This is an optimization exercise on Yosys and OpenROAD, whose aim is small area, not a production implementation. At most, simulation tests tie the RTL to the original design; equivalence was not proved. Power and IR drop assume default switching activity.

==> inputs of v20 <==
==> flow/design.v <==
module cb_aoi222 (input a0, input b0, input a1, input b1, input a2, input b2, output y);
	assign y = ~((a0 & b0) | (a1 & b1) | (a2 & b2));
endmodule
module cb_nor2 (input a, input b, output y);
	assign y = ~(a | b);
endmodule
module cb_a21boi (input a0, input a1, input bn, output y);
	assign y = ~((a0 & a1) | ~bn);
endmodule
module cb_slice (
	input  [3:0] s,
	input  [3:0] d,
	input  [3:0] nen,
	output [3:0] o,
	output       m_n
);
	wire y1;
	cb_aoi222 u_a (.a0(s[0]), .b0(d[0]), .a1(s[1]), .b1(d[1]), .a2(s[2]), .b2(d[2]), .y(y1));
	cb_a21boi u_b (.a0(s[3]), .a1(d[3]), .bn(y1), .y(m_n));
	cb_nor2   u_o0 (.a(m_n), .b(nen[0]), .y(o[0]));
	cb_nor2   u_o1 (.a(m_n), .b(nen[1]), .y(o[1]));
	cb_nor2   u_o2 (.a(m_n), .b(nen[2]), .y(o[2]));
	cb_nor2   u_o3 (.a(m_n), .b(nen[3]), .y(o[3]));
endmodule
module crossbar (
	input clk,
	input reset,
	input master_0_req,				 
	output master_0_ack,
	input master_0_cmd,				 
	output master_0_resp,
	input [31:0] master_0_addr,
	input [31:0] master_0_wdata,
	output [31:0] master_0_rdata,
	input master_1_req,				 
	output master_1_ack,
	input master_1_cmd,				 
	output master_1_resp,
	input [31:0] master_1_addr,
	input [31:0] master_1_wdata,
	output [31:0] master_1_rdata,
	input master_2_req,
	output master_2_ack,
	input master_2_cmd,
	output master_2_resp,
	input [31:0] master_2_addr,
	input [31:0] master_2_wdata,
	output [31:0] master_2_rdata,
	input master_3_req,
	output master_3_ack,
	input master_3_cmd,
	output master_3_resp,
	input [31:0] master_3_addr,
	input [31:0] master_3_wdata,
	output [31:0] master_3_rdata,
	output slave_0_req,
	input slave_0_ack,
	output slave_0_cmd,
	input slave_0_resp,
	input [31:0] slave_0_rdata,
	output [31:0] slave_0_wdata,
	output [31:0] slave_0_addr,
	output slave_1_req,
	input slave_1_ack,
	output slave_1_cmd,
	input slave_1_resp,
	input [31:0] slave_1_rdata,
	output [31:0] slave_1_wdata,
	output [31:0] slave_1_addr,
	output slave_2_req,
	input slave_2_ack,
	output slave_2_cmd,
	input slave_2_resp,
	input [31:0] slave_2_rdata,
	output [31:0] slave_2_wdata,
	output [31:0] slave_2_addr,
	output slave_3_req,
	input slave_3_ack,
	output slave_3_cmd,
	input slave_3_resp,
	input [31:0] slave_3_rdata,
	output [31:0] slave_3_wdata,
	output [31:0] slave_3_addr
	);
	wire [3:0] req   = {master_3_req, master_2_req, master_1_req, master_0_req};
	wire [3:0] cmd   = {master_3_cmd, master_2_cmd, master_1_cmd, master_0_cmd};
	wire [3:0] sack  = {slave_3_ack, slave_2_ack, slave_1_ack, slave_0_ack};
	wire [3:0] sresp = {slave_3_resp, slave_2_resp, slave_1_resp, slave_0_resp};
	wire any_ack  = |sack;
	wire any_resp = |sresp;
	reg [3:0] gnt;
	reg [1:0] mask;
	reg       lasmask;
	reg       ledge;
	wire comreq = |(req & gnt);
	wire beg    = (|req) & ~comreq;
	reg [3:0] nxt;
	always @* begin
		case (mask)
			2'd0: nxt = req[1] ? 4'b0010 : req[2] ? 4'b0100 : req[3] ? 4'b1000 : req[0] ? 4'b0001 : 4'b0000;
			2'd1: nxt = req[2] ? 4'b0100 : req[3] ? 4'b1000 : req[0] ? 4'b0001 : req[1] ? 4'b0010 : 4'b0000;
			2'd2: nxt = req[3] ? 4'b1000 : req[0] ? 4'b0001 : req[1] ? 4'b0010 : req[2] ? 4'b0100 : 4'b0000;
			default: nxt = req[0] ? 4'b0001 : req[1] ? 4'b0010 : req[2] ? 4'b0100 : req[3] ? 4'b1000 : 4'b0000;
		endcase
	end
	always @(posedge clk)
		if (reset)
			gnt <= 4'b0000;
		else if (!comreq)
			gnt <= nxt;
	always @(posedge clk) begin
		lasmask <= beg & ~ledge & ~lasmask;
		ledge   <= beg & (ledge ^ lasmask);
	end
	always @(posedge clk)
		if (reset)
			mask <= 2'b00;
		else if (lasmask)
			mask <= {gnt[3] | gnt[2], gnt[3] | gnt[1]};
	reg [3:0] rd_own;
	always @(posedge clk)
		if (reset | any_resp)
			rd_own <= 4'b0000;
		else if (|gnt)
			rd_own <= gnt & ~cmd;
	wire [3:0] mresp = rd_own & {4{any_resp}};
	assign {master_3_resp, master_2_resp, master_1_resp, master_0_resp} = mresp;
	assign master_0_ack = gnt[0] & any_ack;
	assign master_1_ack = gnt[1] & any_ack;
	assign master_2_ack = gnt[2] & any_ack;
	assign master_3_ack = gnt[3] & any_ack;
	wire [64:0] m0 = {master_0_cmd, master_0_addr, master_0_wdata};
	wire [64:0] m1 = {master_1_cmd, master_1_addr, master_1_wdata};
	wire [64:0] m2 = {master_2_cmd, master_2_addr, master_2_wdata};
	wire [64:0] m3 = {master_3_cmd, master_3_addr, master_3_wdata};
	wire [64:0] s0, s1, s2, s3, mxn;
	wire [3:0] nack = ~sack;
	genvar b;
	generate
		for (b = 0; b < 65; b = b + 1) begin : wsl
			cb_slice u (.s(gnt), .d({m3[b], m2[b], m1[b], m0[b]}), .nen(nack),
			            .o({s3[b], s2[b], s1[b], s0[b]}), .m_n(mxn[b]));
		end
	endgenerate
	assign {slave_0_cmd, slave_0_addr, slave_0_wdata} = s0;
	assign {slave_1_cmd, slave_1_addr, slave_1_wdata} = s1;
	assign {slave_2_cmd, slave_2_addr, slave_2_wdata} = s2;
	assign {slave_3_cmd, slave_3_addr, slave_3_wdata} = s3;
	wire a31 = ~mxn[63];
	wire a30 = ~mxn[62];
	assign slave_0_req = (|gnt) & ~a31 & ~a30;
	assign slave_1_req = ~a31 &  a30;
	assign slave_2_req =  a31 & ~a30;
	assign slave_3_req =  a31 &  a30;
	wire [3:0] psel = {~(sresp[0] | sresp[1] | sresp[2]),
	                   ~sresp[0] & ~sresp[1] & sresp[2],
	                   ~sresp[0] & sresp[1],
	                   sresp[0]};
	wire [3:0] nresp = ~mresp;
	wire [31:0] r0, r1, r2, r3;
	generate
		for (b = 0; b < 32; b = b + 1) begin : rsl
			cb_slice u (.s(psel), .d({slave_3_rdata[b], slave_2_rdata[b], slave_1_rdata[b], slave_0_rdata[b]}),
			            .nen(nresp), .o({r3[b], r2[b], r1[b], r0[b]}), .m_n());
		end
	endgenerate
	assign master_0_rdata = r0;
	assign master_1_rdata = r1;
	assign master_2_rdata = r2;
	assign master_3_rdata = r3;
endmodule
==> flow/flow/run.sh <==
#!/bin/bash
# Standard ORFS synthesis, then every combinational cell swapped to its lowest
# drive strength (the repair steps size up what needs it), then the standard
# ORFS layout with the smallest plain buffer on every port.
set -euo pipefail
RES=orfs/results/$FLOW_PLATFORM/crossbar/base
bash standard.sh synth > synth.log 2>&1
SYNTH_ODB=$RES/1_synth.odb openroad -no_init -exit flow/shrink.tcl > shrink.log 2>&1
bash standard.sh "BUFFER_PORTS_ARGS=-buffer_cell sky130_fd_sc_hd__buf_1" finish > standard.log 2>&1
==> flow/flow/shrink.tcl <==
# Swap every combinational cell of the synthesized netlist to the lowest drive
# strength of the same cell; the later repair steps size up what needs it.
# Flip-flops keep the cell type synthesis gave them.
read_db $::env(SYNTH_ODB)
set db [ord::get_db]
set block [ord::get_db_block]
set n 0
foreach inst [$block getInsts] {
  set m [[$inst getMaster] getName]
  if {![regexp {^(sky130_fd_sc_hd__[a-z0-9]+)_([0-9]+)$} $m -> base drive]} { continue }
  if {[regexp {__(df|ed|sd|dl|conb|tap|fill|decap|diode)} $base]} { continue }
  foreach d {1 0} {
    if {$d eq $drive} { break }
    set nm [$db findMaster ${base}_$d]
    if {$nm ne "NULL"} {
      $inst swapMaster $nm
      incr n
      break
    }
  }
}
puts "shrink: swapped $n cells"
write_db $::env(SYNTH_ODB)
==> flow/standard.sh <==
#!/bin/bash
# synth_recipe.tcl (not shown) runs the flow's synth.tcl, then flattens the netlist and writes it again
# the make line also repeats each setting of config.mk as NAME=value (left out here)
make -C /OpenROAD-flow-scripts/flow DESIGN_CONFIG=/design/flow/config.mk WORK_HOME=/design/flow/orfs CLKGATE_MAP_FILE= SYNTH_SCRIPT=/design/flow/synth_recipe.tcl "${@:-finish}"
==> flow/config.mk <==
export PLATFORM = sky130hd
export DESIGN_NAME = crossbar
export DESIGN_NICKNAME = crossbar
export VERILOG_FILES = /design/flow/design.v
export SDC_FILE = /design/flow/constraint.sdc
export NUM_CORES = 4
export LEC_CHECK = 0
export CAP_MARGIN = 20
export CORE_AREA = 5 5 295 295
export CTS_BUF_LIST = sky130_fd_sc_hd__clkbuf_2 sky130_fd_sc_hd__clkbuf_4 sky130_fd_sc_hd__clkbuf_8
export DIE_AREA = 0 0 300 300
export SLEW_MARGIN = 20
export SYNTH_HIERARCHICAL = 1
==> flow/constraint.sdc <==
create_clock -name core_clock -period 6.0 [get_ports {clk}]
set_input_delay 1.2000 -clock core_clock [delete_from_list [all_inputs] [get_ports {clk}]]
set_output_delay 1.2000 -clock core_clock [all_outputs]
set_load 0.01 [all_outputs]
==> v1: changes against v20 <==
==> flow/design.v, changed modules only <==
module cb_nand2 (input a, input b, output y);
	assign y = ~(a & b);
endmodule
module cb_aoi21 (input a0, input a1, input b, output y);
	assign y = ~((a0 & a1) | b);
endmodule
module cb_slice (
	input  [3:0] s,
	input  [3:0] d,
	input  [3:0] nen,
	output [3:0] o,
	output       y1,
	output       y2
);
	cb_aoi222 u_a (.a0(s[0]), .b0(d[0]), .a1(s[1]), .b1(d[1]), .a2(s[2]), .b2(d[2]), .y(y1));
	cb_nand2  u_n (.a(s[3]), .b(d[3]), .y(y2));
	cb_aoi21  u_o0 (.a0(y1), .a1(y2), .b(nen[0]), .y(o[0]));
	cb_aoi21  u_o1 (.a0(y1), .a1(y2), .b(nen[1]), .y(o[1]));
	cb_aoi21  u_o2 (.a0(y1), .a1(y2), .b(nen[2]), .y(o[2]));
	cb_aoi21  u_o3 (.a0(y1), .a1(y2), .b(nen[3]), .y(o[3]));
endmodule
module crossbar (
	input clk,
	input reset,
	input master_0_req,				 
	output master_0_ack,
	input master_0_cmd,				 
	output master_0_resp,
	input [31:0] master_0_addr,
	input [31:0] master_0_wdata,
	output [31:0] master_0_rdata,
	input master_1_req,				 
	output master_1_ack,
	input master_1_cmd,				 
	output master_1_resp,
	input [31:0] master_1_addr,
	input [31:0] master_1_wdata,
	output [31:0] master_1_rdata,
	input master_2_req,
	output master_2_ack,
	input master_2_cmd,
	output master_2_resp,
	input [31:0] master_2_addr,
	input [31:0] master_2_wdata,
	output [31:0] master_2_rdata,
	input master_3_req,
	output master_3_ack,
	input master_3_cmd,
	output master_3_resp,
	input [31:0] master_3_addr,
	input [31:0] master_3_wdata,
	output [31:0] master_3_rdata,
	output slave_0_req,
	input slave_0_ack,
	output slave_0_cmd,
	input slave_0_resp,
	input [31:0] slave_0_rdata,
	output [31:0] slave_0_wdata,
	output [31:0] slave_0_addr,
	output slave_1_req,
	input slave_1_ack,
	output slave_1_cmd,
	input slave_1_resp,
	input [31:0] slave_1_rdata,
	output [31:0] slave_1_wdata,
	output [31:0] slave_1_addr,
	output slave_2_req,
	input slave_2_ack,
	output slave_2_cmd,
	input slave_2_resp,
	input [31:0] slave_2_rdata,
	output [31:0] slave_2_wdata,
	output [31:0] slave_2_addr,
	output slave_3_req,
	input slave_3_ack,
	output slave_3_cmd,
	input slave_3_resp,
	input [31:0] slave_3_rdata,
	output [31:0] slave_3_wdata,
	output [31:0] slave_3_addr
	);
	wire [3:0] req   = {master_3_req, master_2_req, master_1_req, master_0_req};
	wire [3:0] cmd   = {master_3_cmd, master_2_cmd, master_1_cmd, master_0_cmd};
	wire [3:0] sack  = {slave_3_ack, slave_2_ack, slave_1_ack, slave_0_ack};
	wire [3:0] sresp = {slave_3_resp, slave_2_resp, slave_1_resp, slave_0_resp};
	wire any_ack  = |sack;
	wire any_resp = |sresp;
	reg [3:0] gnt;
	reg [1:0] mask;
	reg       lasmask;
	reg       ledge;
	wire comreq = |(req & gnt);
	wire beg    = (|req) & ~comreq;
	reg [3:0] nxt;
	always @* begin
		case (mask)
			2'd0: nxt = req[1] ? 4'b0010 : req[2] ? 4'b0100 : req[3] ? 4'b1000 : req[0] ? 4'b0001 : 4'b0000;
			2'd1: nxt = req[2] ? 4'b0100 : req[3] ? 4'b1000 : req[0] ? 4'b0001 : req[1] ? 4'b0010 : 4'b0000;
			2'd2: nxt = req[3] ? 4'b1000 : req[0] ? 4'b0001 : req[1] ? 4'b0010 : req[2] ? 4'b0100 : 4'b0000;
			default: nxt = req[0] ? 4'b0001 : req[1] ? 4'b0010 : req[2] ? 4'b0100 : req[3] ? 4'b1000 : 4'b0000;
		endcase
	end
	always @(posedge clk)
		if (reset)
			gnt <= 4'b0000;
		else if (!comreq)
			gnt <= nxt;
	always @(posedge clk) begin
		lasmask <= beg & ~ledge & ~lasmask;
		ledge   <= beg & (ledge ^ lasmask);
	end
	always @(posedge clk)
		if (reset)
			mask <= 2'b00;
		else if (lasmask)
			mask <= {gnt[3] | gnt[2], gnt[3] | gnt[1]};
	reg [3:0] rd_own;
	always @(posedge clk)
		if (reset | any_resp)
			rd_own <= 4'b0000;
		else if (|gnt)
			rd_own <= gnt & ~cmd;
	wire [3:0] mresp = rd_own & {4{any_resp}};
	assign {master_3_resp, master_2_resp, master_1_resp, master_0_resp} = mresp;
	assign master_0_ack = gnt[0] & any_ack;
	assign master_1_ack = gnt[1] & any_ack;
	assign master_2_ack = gnt[2] & any_ack;
	assign master_3_ack = gnt[3] & any_ack;
	wire [64:0] m0 = {master_0_cmd, master_0_addr, master_0_wdata};
	wire [64:0] m1 = {master_1_cmd, master_1_addr, master_1_wdata};
	wire [64:0] m2 = {master_2_cmd, master_2_addr, master_2_wdata};
	wire [64:0] m3 = {master_3_cmd, master_3_addr, master_3_wdata};
	wire [64:0] s0, s1, s2, s3, my1, my2;
	wire [3:0] nack = ~sack;
	genvar b;
	generate
		for (b = 0; b < 65; b = b + 1) begin : wsl
			cb_slice u (.s(gnt), .d({m3[b], m2[b], m1[b], m0[b]}), .nen(nack),
			            .o({s3[b], s2[b], s1[b], s0[b]}), .y1(my1[b]), .y2(my2[b]));
		end
	endgenerate
	assign {slave_0_cmd, slave_0_addr, slave_0_wdata} = s0;
	assign {slave_1_cmd, slave_1_addr, slave_1_wdata} = s1;
	assign {slave_2_cmd, slave_2_addr, slave_2_wdata} = s2;
	assign {slave_3_cmd, slave_3_addr, slave_3_wdata} = s3;
	wire a31 = ~(my1[63] & my2[63]);
	wire a30 = ~(my1[62] & my2[62]);
	assign slave_0_req = (|gnt) & ~a31 & ~a30;
	assign slave_1_req = ~a31 &  a30;
	assign slave_2_req =  a31 & ~a30;
	assign slave_3_req =  a31 &  a30;
	wire [3:0] psel = {~(sresp[0] | sresp[1] | sresp[2]),
	                   ~sresp[0] & ~sresp[1] & sresp[2],
	                   ~sresp[0] & sresp[1],
	                   sresp[0]};
	wire [3:0] nresp = ~mresp;
	wire [31:0] r0, r1, r2, r3;
	generate
		for (b = 0; b < 32; b = b + 1) begin : rsl
			cb_slice u (.s(psel), .d({slave_3_rdata[b], slave_2_rdata[b], slave_1_rdata[b], slave_0_rdata[b]}),
			            .nen(nresp), .o({r3[b], r2[b], r1[b], r0[b]}), .y1(), .y2());
		end
	endgenerate
	assign master_0_rdata = r0;
	assign master_1_rdata = r1;
	assign master_2_rdata = r2;
	assign master_3_rdata = r3;
endmodule
// module cb_nor2 removed
// module cb_a21boi removed
==> flow/config.mk (replaced) <==
export PLATFORM = sky130hd
export DESIGN_NAME = crossbar
export DESIGN_NICKNAME = crossbar
export VERILOG_FILES = /design/flow/design.v
export SDC_FILE = /design/flow/constraint.sdc
export NUM_CORES = 4
export LEC_CHECK = 0
export CAP_MARGIN = 20
export CORE_AREA = 5 5 195 195
export CTS_BUF_LIST = sky130_fd_sc_hd__clkbuf_2
export DIE_AREA = 0 0 200 200
export SLEW_MARGIN = 20
export SYNTH_HIERARCHICAL = 1
==> v39: changes against v20 <==
==> flow/design.v, changed modules only <==
module cb_nand2 (input a, input b, output y);
	assign y = ~(a & b);
endmodule
module cb_aoi21 (input a0, input a1, input b, output y);
	assign y = ~((a0 & a1) | b);
endmodule
module cb_slice (
	input  [3:0] s,
	input  [3:0] d,
	input  [3:0] nen,
	output [3:0] o,
	output       y1,
	output       y2
);
	cb_aoi222 u_a (.a0(s[0]), .b0(d[0]), .a1(s[1]), .b1(d[1]), .a2(s[2]), .b2(d[2]), .y(y1));
	cb_nand2  u_n (.a(s[3]), .b(d[3]), .y(y2));
	cb_aoi21  u_o0 (.a0(y1), .a1(y2), .b(nen[0]), .y(o[0]));
	cb_aoi21  u_o1 (.a0(y1), .a1(y2), .b(nen[1]), .y(o[1]));
	cb_aoi21  u_o2 (.a0(y1), .a1(y2), .b(nen[2]), .y(o[2]));
	cb_aoi21  u_o3 (.a0(y1), .a1(y2), .b(nen[3]), .y(o[3]));
endmodule
module crossbar (
	input clk,
	input reset,
	input master_0_req,				 
	output master_0_ack,
	input master_0_cmd,				 
	output master_0_resp,
	input [31:0] master_0_addr,
	input [31:0] master_0_wdata,
	output [31:0] master_0_rdata,
	input master_1_req,				 
	output master_1_ack,
	input master_1_cmd,				 
	output master_1_resp,
	input [31:0] master_1_addr,
	input [31:0] master_1_wdata,
	output [31:0] master_1_rdata,
	input master_2_req,
	output master_2_ack,
	input master_2_cmd,
	output master_2_resp,
	input [31:0] master_2_addr,
	input [31:0] master_2_wdata,
	output [31:0] master_2_rdata,
	input master_3_req,
	output master_3_ack,
	input master_3_cmd,
	output master_3_resp,
	input [31:0] master_3_addr,
	input [31:0] master_3_wdata,
	output [31:0] master_3_rdata,
	output slave_0_req,
	input slave_0_ack,
	output slave_0_cmd,
	input slave_0_resp,
	input [31:0] slave_0_rdata,
	output [31:0] slave_0_wdata,
	output [31:0] slave_0_addr,
	output slave_1_req,
	input slave_1_ack,
	output slave_1_cmd,
	input slave_1_resp,
	input [31:0] slave_1_rdata,
	output [31:0] slave_1_wdata,
	output [31:0] slave_1_addr,
	output slave_2_req,
	input slave_2_ack,
	output slave_2_cmd,
	input slave_2_resp,
	input [31:0] slave_2_rdata,
	output [31:0] slave_2_wdata,
	output [31:0] slave_2_addr,
	output slave_3_req,
	input slave_3_ack,
	output slave_3_cmd,
	input slave_3_resp,
	input [31:0] slave_3_rdata,
	output [31:0] slave_3_wdata,
	output [31:0] slave_3_addr
	);
	wire [3:0] req   = {master_3_req, master_2_req, master_1_req, master_0_req};
	wire [3:0] cmd   = {master_3_cmd, master_2_cmd, master_1_cmd, master_0_cmd};
	wire [3:0] sack  = {slave_3_ack, slave_2_ack, slave_1_ack, slave_0_ack};
	wire [3:0] sresp = {slave_3_resp, slave_2_resp, slave_1_resp, slave_0_resp};
	wire any_ack  = |sack;
	wire any_resp = |sresp;
	reg [3:0] gnt;
	reg [1:0] mask;
	reg       lasmask;
	reg       ledge;
	wire comreq = |(req & gnt);
	wire beg    = (|req) & ~comreq;
	reg [3:0] nxt;
	always @* begin
		case (mask)
			2'd0: nxt = req[1] ? 4'b0010 : req[2] ? 4'b0100 : req[3] ? 4'b1000 : req[0] ? 4'b0001 : 4'b0000;
			2'd1: nxt = req[2] ? 4'b0100 : req[3] ? 4'b1000 : req[0] ? 4'b0001 : req[1] ? 4'b0010 : 4'b0000;
			2'd2: nxt = req[3] ? 4'b1000 : req[0] ? 4'b0001 : req[1] ? 4'b0010 : req[2] ? 4'b0100 : 4'b0000;
			default: nxt = req[0] ? 4'b0001 : req[1] ? 4'b0010 : req[2] ? 4'b0100 : req[3] ? 4'b1000 : 4'b0000;
		endcase
	end
	always @(posedge clk)
		if (reset)
			gnt <= 4'b0000;
		else if (!comreq)
			gnt <= nxt;
	always @(posedge clk) begin
		lasmask <= beg & ~ledge & ~lasmask;
		ledge   <= beg & (ledge ^ lasmask);
	end
	always @(posedge clk)
		if (reset)
			mask <= 2'b00;
		else if (lasmask)
			mask <= {gnt[3] | gnt[2], gnt[3] | gnt[1]};
	reg [3:0] rd_own;
	always @(posedge clk)
		if (reset | any_resp)
			rd_own <= 4'b0000;
		else if (|gnt)
			rd_own <= gnt & ~cmd;
	wire [3:0] mresp = rd_own & {4{any_resp}};
	assign {master_3_resp, master_2_resp, master_1_resp, master_0_resp} = mresp;
	assign master_0_ack = gnt[0] & any_ack;
	assign master_1_ack = gnt[1] & any_ack;
	assign master_2_ack = gnt[2] & any_ack;
	assign master_3_ack = gnt[3] & any_ack;
	wire [64:0] m0 = {master_0_cmd, master_0_addr, master_0_wdata};
	wire [64:0] m1 = {master_1_cmd, master_1_addr, master_1_wdata};
	wire [64:0] m2 = {master_2_cmd, master_2_addr, master_2_wdata};
	wire [64:0] m3 = {master_3_cmd, master_3_addr, master_3_wdata};
	wire [64:0] s0, s1, s2, s3, my1, my2;
	wire [3:0] nack = ~sack;
	genvar b;
	generate
		for (b = 0; b < 65; b = b + 1) begin : wsl
			cb_slice u (.s(gnt), .d({m3[b], m2[b], m1[b], m0[b]}), .nen(nack),
			            .o({s3[b], s2[b], s1[b], s0[b]}), .y1(my1[b]), .y2(my2[b]));
		end
	endgenerate
	assign {slave_0_cmd, slave_0_addr, slave_0_wdata} = s0;
	assign {slave_1_cmd, slave_1_addr, slave_1_wdata} = s1;
	assign {slave_2_cmd, slave_2_addr, slave_2_wdata} = s2;
	assign {slave_3_cmd, slave_3_addr, slave_3_wdata} = s3;
	wire a31 = ~(my1[63] & my2[63]);
	wire a30 = ~(my1[62] & my2[62]);
	assign slave_0_req = (|gnt) & ~a31 & ~a30;
	assign slave_1_req = ~a31 &  a30;
	assign slave_2_req =  a31 & ~a30;
	assign slave_3_req =  a31 &  a30;
	wire [3:0] psel = {~(sresp[0] | sresp[1] | sresp[2]),
	                   ~sresp[0] & ~sresp[1] & sresp[2],
	                   ~sresp[0] & sresp[1],
	                   sresp[0]};
	wire [3:0] nresp = ~mresp;
	wire [31:0] r0, r1, r2, r3;
	generate
		for (b = 0; b < 32; b = b + 1) begin : rsl
			cb_slice u (.s(psel), .d({slave_3_rdata[b], slave_2_rdata[b], slave_1_rdata[b], slave_0_rdata[b]}),
			            .nen(nresp), .o({r3[b], r2[b], r1[b], r0[b]}), .y1(), .y2());
		end
	endgenerate
	assign master_0_rdata = r0;
	assign master_1_rdata = r1;
	assign master_2_rdata = r2;
	assign master_3_rdata = r3;
endmodule
// module cb_nor2 removed
// module cb_a21boi removed
--- a/flow/config.mk
+++ b/flow/config.mk
@@ -8,5 +8,4 @@
 export CAP_MARGIN = 20
 export CORE_AREA = 5 5 295 295
-export CTS_BUF_LIST = sky130_fd_sc_hd__clkbuf_2 sky130_fd_sc_hd__clkbuf_4 sky130_fd_sc_hd__clkbuf_8
 export DIE_AREA = 0 0 300 300
 export SLEW_MARGIN = 20
==> run notes <==
|  | v20 | v39 | v1 |
|---|---|---|---|
| Largest incremental delay on the critical path | 0.71 ns | 0.83 ns | - |
| Worst-path maximum fanout | 30 | 36 | - |
| Critical path endpoint category | output pin | output pin | - |
| Clock network power | 86.7 uW | 124 uW | - |
| Total count of max-transition violations in the final report | 0 | 0 | - |
| Area growth from synthesis to final layout | 121% | 125% | - |
| GR met2 Demand/Resource | 0.207 | 0.239 | - |
| Crit path launch | slave_0_resp | slave_0_resp | - |
| Clock Network Area Fraction | 0.00534 | 0.00888 | - |
| CTS buffer count | 3 | 3 | - |
| Result of the run | timing/DRC/antenna clean | timing/DRC/antenna clean | did not finish |
| Last stage reached | - | - | I/O pin placement (3_2_place_iop) |
| Number of well-tap cells placed | 1080 | 1080 | - |
| Final setup slack of the worst path | 1.65 ns | 1.09 ns | - |
| Internal | 558 uW | 618 uW | - |
| Clock-pin slew of the registers on the worst-case setup and hold paths | 0.07 ns | 0.05 ns | - |
| Static Leakage | 2.55 nW | 2.32 nW | - |
| Number of design rule violations left after detail routing | 0 | 0 | - |
| CTS tree | yes | yes | - |
| Placed cells | 2573 | 2595 | - |
| Switching part of the total power | 0.654 | 0.626 | - |
The RTL of v1 and v39 was laid out without a check of its function.

## afterwards: timing with drivers on the ports
The results above use ideal ports. As a check the final layouts listed here were re-extracted and re-timed, cells and wires unchanged. Step 1, drivers: a clkbuf_16 drives clk and a buf_2 each remaining input, both assumed. Step 2 moves the port delays by t, midway between the first and last clock arrival at a register: inputs arrive t later, outputs are due t later. That takes back most of the time a late clock gives input paths. Slacks: ideal / step 1 / step 2; pairs: ideal / step 1.
| run | t, ns | setup WS [ns] | worst hold slack (ns) | worst data-port slew with drivers (ns) |
|---|---|---|---|---|
| v20 | 0.300 | 1.646 / 1.614 / 1.614 | 0.465 / 0.465 / 0.465 | 0.17 |
| v39 | 0.282 | 1.087 / 1.058 / 1.058 | 0.450 / 0.450 / 0.450 | 0.26 |
After both steps every run listed still meets setup and hold. For v20, which loses most, drivers alone change the setup slack by -0.032 ns; drivers and shift together by -0.032 ns.
